Source: an optimization exercise on an open RTL-to-GDS flow (aim: small area, a short achievable clock period and few clock cycles). Production flows keep margins and buffers that such runs may drop. At most, simulation tests tie the RTL to the original design; equivalence was not proved.

==> flow/design.v <==
`timescale 1ns / 1ps
module Gcd(
	input [15:0] d1,
	input [15:0] d2,
	input clk,
	input rst,
	input start,
	output ready,
	output [15:0] gcd,
	output finished_flag
);
reg [15:0] a;
reg [15:0] b;
reg        busy;
reg        zero;    
function [15:0] pfx;
	input [15:0] v;
	integer l, i;
	begin
		pfx = v;
		for (l = 0; l < 4; l = l + 1)
			for (i = 0; i < 16; i = i + 1)
				if ((i >> l) & 1)
					pfx[i] = pfx[i] | pfx[((i >> l) << l) - 1];
	end
endfunction
function [3:0] enc;
	input [15:0] h;
	begin
		enc[0] = |(h & 16'hAAAA);
		enc[1] = |(h & 16'hCCCC);
		enc[2] = |(h & 16'hF0F0);
		enc[3] = |(h & 16'hFF00);
	end
endfunction
wire [15:0] axb = a ^ b;
wire [15:0] p   = a | b;
wire [15:0] pp  = pfx(p);
wire [15:0] px  = pfx(axb);
wire done = ~px[15] | zero;
assign ready         = ~busy | done;
assign finished_flag = busy & done;
assign gcd           = a | b;
wire [15:0] lo = p & ~{pp[14:0], 1'b0};      
wire [15:0] lx = axb & ~{px[14:0], 1'b0};    
wire b_even = ~|(b & lo);                    
wire [3:0] sd = enc(lx) - enc(lo);
wire [2:0] s  = sd[3] ? 3'd7 : sd[2:0];
reg [15:0] cg, cp;
integer li, ii;
always @* begin
	cg = a & ~b;
	cp = ~axb;
	cg[0] = cg[0] | cp[0];    
	for (li = 0; li < 4; li = li + 1)
		for (ii = (2 << li) - 1; ii < 16; ii = ii + (2 << li)) begin
			cg[ii] = cg[ii] | (cp[ii] & cg[ii - (1 << li)]);
			cp[ii] = cp[ii] & cp[ii - (1 << li)];
		end
	for (li = 2; li >= 0; li = li - 1)
		for (ii = 3 * (1 << li) - 1; ii < 16; ii = ii + (2 << li)) begin
			cg[ii] = cg[ii] | (cp[ii] & cg[ii - (1 << li)]);
			cp[ii] = cp[ii] & cp[ii - (1 << li)];
		end
end
wire [15:0] dab    = ~axb ^ {cg[14:0], 1'b1};
wire        a_lt_b = ~cg[15];
wire [15:0] dabs   = dab ^ ({px[14:0], 1'b0} & {16{a_lt_b}});
wire [15:0] a_step   = dabs >> s;
wire        b_take_a = b_even | a_lt_b;
always @(posedge clk) begin
	if (ready) begin
		a <= d1;
		b <= d2;
		zero <= ~|d1 | ~|d2;
	end else begin
		a <= a_step;
		if (b_take_a)
			b <= a;
	end
	if (~rst)
		busy <= 1'b0;
	else if (ready)
		busy <= start;
end
endmodule
==> flow/config.mk <==
export PLATFORM = sky130hd
export DESIGN_NAME = Gcd
export DESIGN_NICKNAME = Gcd
export VERILOG_FILES = /design/flow/design.v
export SDC_FILE = /design/flow/constraint.sdc
export NUM_CORES = 4
export LEC_CHECK = 0
export ABC_AREA = 1
export CAP_MARGIN = 20
export CORE_MARGIN = 2
export CORE_UTILIZATION = 40
export PLACE_DENSITY = 0.6
export SETUP_SLACK_MARGIN = 1.2
export SLEW_MARGIN = 20
==> flow/constraint.sdc <==
create_clock -name core_clock -period 4.5 [get_ports {clk}]
set_input_delay 0.9000 -clock core_clock [delete_from_list [all_inputs] [get_ports {clk}]]
set_output_delay 0.9000 -clock core_clock [all_outputs]
set_load 0.01 [all_outputs]
standard.sh (not shown) runs the stock make flow with config.mk's settings and CLKGATE_MAP_FILE= SYNTH_SCRIPT=/design/flow/synth_recipe.tcl, a recipe that flattens the netlist after the stock synthesis.
==> flow/flow/run.sh <==
#!/bin/bash
# Standard layout, except:
# - synthesis leaves the adder cells (fa/ha) to abc instead of mapping them
#   first (ADDER_MAP_FILE empty), and abc runs flow/abc.script: ORFS's area
#   script without its final upsize/dnsize passes (the layout's own repair
#   sizes the cells);
# - the port buffers are sky130_fd_sc_hd__buf_2 instead of the cell
#   buffer_ports picks by itself (clkdlybuf4s50_1).
set -euo pipefail
here=$PWD
cat > my_synth.tcl <<TCL
proc abc {args} {
  set i [lsearch -exact \$args -script]
  if {\$i >= 0} { lset args [expr {\$i + 1}] $here/flow/abc.script }
  puts "abc with script $here/flow/abc.script"
  yosys abc {*}\$args
}
TCL
cat synth_recipe.tcl >> my_synth.tcl
bash standard.sh ADDER_MAP_FILE= SYNTH_SCRIPT=$here/my_synth.tcl synth > synth.log 2>&1
bash standard.sh "BUFFER_PORTS_ARGS=-buffer_cell sky130_fd_sc_hd__buf_2" > layout.log 2>&1
==> flow/flow/abc.script <==
strash
dch
map -B 0.9
topo
stime -c
buffer -c
Testbench counts at the start, summed over its fixed seeds: cycles 22,013.
Edit:
--- a/flow/design.v
+++ b/flow/design.v
@@ -13,5 +13,4 @@
 reg [15:0] b;
 reg        busy;
-reg        zero;    
 function [15:0] pfx;
 	input [15:0] v;
@@ -38,5 +37,5 @@
 wire [15:0] pp  = pfx(p);
 wire [15:0] px  = pfx(axb);
-wire done = ~px[15] | zero;
+wire done = ~px[15] | ~|a | ~|b;
 assign ready         = ~busy | done;
 assign finished_flag = busy & done;
@@ -73,5 +72,4 @@
 		a <= d1;
 		b <= d2;
-		zero <= ~|d1 | ~|d2;
 	end else begin
 		a <= a_step;
Hold slack is better by 0.049 ns. Area after synthesis went up by a few percent. First-iteration DRC count went up by a quarter to a third. Utilization went up by 1.2 points. Critical path depth went up by 2. Routed wire length went up by about a fifth. Maximum frequency went up slightly.
Testbench counts after the change, summed over its fixed seeds: cycles 22,013.

========
Another version of the RTL of Gcd (not shown whole).
For scale: roughly 700 cells after synthesis, roughly 34 flip-flops, about 53 I/O pins, about 4100 um^2 of cells after synthesis.
==> module Gcd, before the edit <==
module Gcd(
	input [15:0] d1,
	input [15:0] d2,
	input clk,
	input rst,
	input start,
	output ready,
	output [15:0] gcd,
	output finished_flag
);
reg [15:0] a;
reg [15:0] b;
reg        busy;
reg        zero;    
function [15:0] pfx;
	input [15:0] v;
	integer l, i;
	begin
		pfx = v;
		for (l = 0; l < 4; l = l + 1)
			for (i = 0; i < 16; i = i + 1)
				if ((i >> l) & 1)
					pfx[i] = pfx[i] | pfx[((i >> l) << l) - 1];
	end
endfunction
function [3:0] enc;
	input [15:0] h;
	begin
		enc[0] = |(h & 16'hAAAA);
		enc[1] = |(h & 16'hCCCC);
		enc[2] = |(h & 16'hF0F0);
		enc[3] = |(h & 16'hFF00);
	end
endfunction
wire [15:0] axb = a ^ b;
wire [15:0] p   = a | b;
wire [15:0] pp  = pfx(p);
wire [15:0] px  = pfx(axb);
wire done = ~px[15] | zero;
assign ready         = ~busy | done;
assign finished_flag = busy & done;
assign gcd           = a | b;
wire [15:0] lo = p & ~{pp[14:0], 1'b0};      
wire [15:0] lx = axb & ~{px[14:0], 1'b0};    
wire b_even = ~|(b & lo);                    
wire [3:0] s = enc(lx) - enc(lo);
reg [15:0] cg, cp;
integer li, ii;
always @* begin
	cg = a & ~b;
	cp = ~axb;
	cg[0] = cg[0] | cp[0];    
	for (li = 0; li < 4; li = li + 1)
		for (ii = (2 << li) - 1; ii < 16; ii = ii + (2 << li)) begin
			cg[ii] = cg[ii] | (cp[ii] & cg[ii - (1 << li)]);
			cp[ii] = cp[ii] & cp[ii - (1 << li)];
		end
	for (li = 2; li >= 0; li = li - 1)
		for (ii = 3 * (1 << li) - 1; ii < 16; ii = ii + (2 << li)) begin
			cg[ii] = cg[ii] | (cp[ii] & cg[ii - (1 << li)]);
			cp[ii] = cp[ii] & cp[ii - (1 << li)];
		end
end
wire [15:0] dab    = ~axb ^ {cg[14:0], 1'b1};
wire        a_lt_b = ~cg[15];
wire [15:0] dabs   = dab ^ ({px[14:0], 1'b0} & {16{a_lt_b}});
wire [15:0] a_step   = dabs >> s;
wire        b_take_a = b_even | a_lt_b;
always @(posedge clk) begin
	if (ready) begin
		a <= d1;
		b <= d2;
		zero <= ~|d1 | ~|d2;
	end else begin
		a <= a_step;
		if (b_take_a)
			b <= a;
	end
	if (~rst)
		busy <= 1'b0;
	else if (ready)
		busy <= start;
end
endmodule
clock: 4.5 ns
lec_check: 0
abc_area: 1
cap_margin: 20
core_margin: 2
core_utilization: 40
place_density: 0.6
setup_slack_margin: 1.2
slew_margin: 20
==> flow/flow/run.sh <==
#!/bin/bash
# Standard layout, except that synthesis leaves the adder cells (fa/ha) to
# abc instead of mapping them first (ADDER_MAP_FILE empty).
set -euo pipefail
bash standard.sh ADDER_MAP_FILE= synth > synth.log 2>&1
bash standard.sh > layout.log 2>&1
==> next run, changes <==
--- a/flow/design.v
+++ b/flow/design.v
@@ -9,13 +9,12 @@
 	output [15:0] gcd,
 	output finished_flag
 );
 reg [15:0] a;
 reg [15:0] b;
 reg        busy;
-reg        zero;    
 function [15:0] pfx;
 	input [15:0] v;
 	integer l, i;
 	begin
 		pfx = v;
 		for (l = 0; l < 4; l = l + 1)
@@ -34,13 +33,13 @@
 	end
 endfunction
 wire [15:0] axb = a ^ b;
 wire [15:0] p   = a | b;
 wire [15:0] pp  = pfx(p);
 wire [15:0] px  = pfx(axb);
-wire done = ~px[15] | zero;
+wire done = ~px[15] | ~|a | ~|b;
 assign ready         = ~busy | done;
 assign finished_flag = busy & done;
 assign gcd           = a | b;
 wire [15:0] lo = p & ~{pp[14:0], 1'b0};      
 wire [15:0] lx = axb & ~{px[14:0], 1'b0};    
 wire b_even = ~|(b & lo);                    
@@ -68,13 +67,12 @@
 wire [15:0] a_step   = dabs >> s;
 wire        b_take_a = b_even | a_lt_b;
 always @(posedge clk) begin
 	if (ready) begin
 		a <= d1;
 		b <= d2;
-		zero <= ~|d1 | ~|d2;
 	end else begin
 		a <= a_step;
 		if (b_take_a)
 			b <= a;
 	end
 	if (~rst)
=>
- maximum frequency drops by 0.83%
- final area drops by 2.3%
- critical path depth climbs by 2
- via count drops by about 0.9%
- wire length drops by about 6%
- synthesized area drops by about 3.2%
- utilization drops by 0.48 points
- count of clock-buffer cells in the layout stays the same
- register-to-register slack is worse by 0.07 ns
Testbench counts after the change, summed over its fixed seeds: cycles 21,896.
No functional check of the RTL was part of the first run of this note.

-- port drivers added, routing unchanged --
The flow's constraints put no driver on any port. The routed layouts listed below were extracted and timed again, unchanged, in two steps.
Step 1: set_driving_cell puts a clkbuf_16 on clk and a buf_2 on each other input, an assumption about the parent block.
Step 2 adds t to the input delays and takes it off the output delays; t is the mean of the earliest and latest rising clock arrival at the registers after step 1. Input paths then give back, and output paths get back, about the clock's delay inside the block.
Slacks: ideal / step 1 / step 2; pairs: ideal / step 1.
run | shift t [ns] | setup slack, ns | worst setup path after step 2 | slew at the worst register clock pin (ns)
the first run of note 1 | 0.317 | 1.373 / 1.348 / 1.405 | register to register | 0.08 / 0.08
the second run of note 1 | 0.322 | 1.384 / 1.360 / 1.473 | register to register | 0.08 / 0.08
the first run of note 2 | 0.321 | 1.401 / 1.369 / 1.489 | register to register | 0.08 / 0.08
the second run of note 2 | 0.318 | 1.375 / 1.344 / 1.424 | register to register | 0.08 / 0.08
After both steps setup and hold are still met in every run listed.
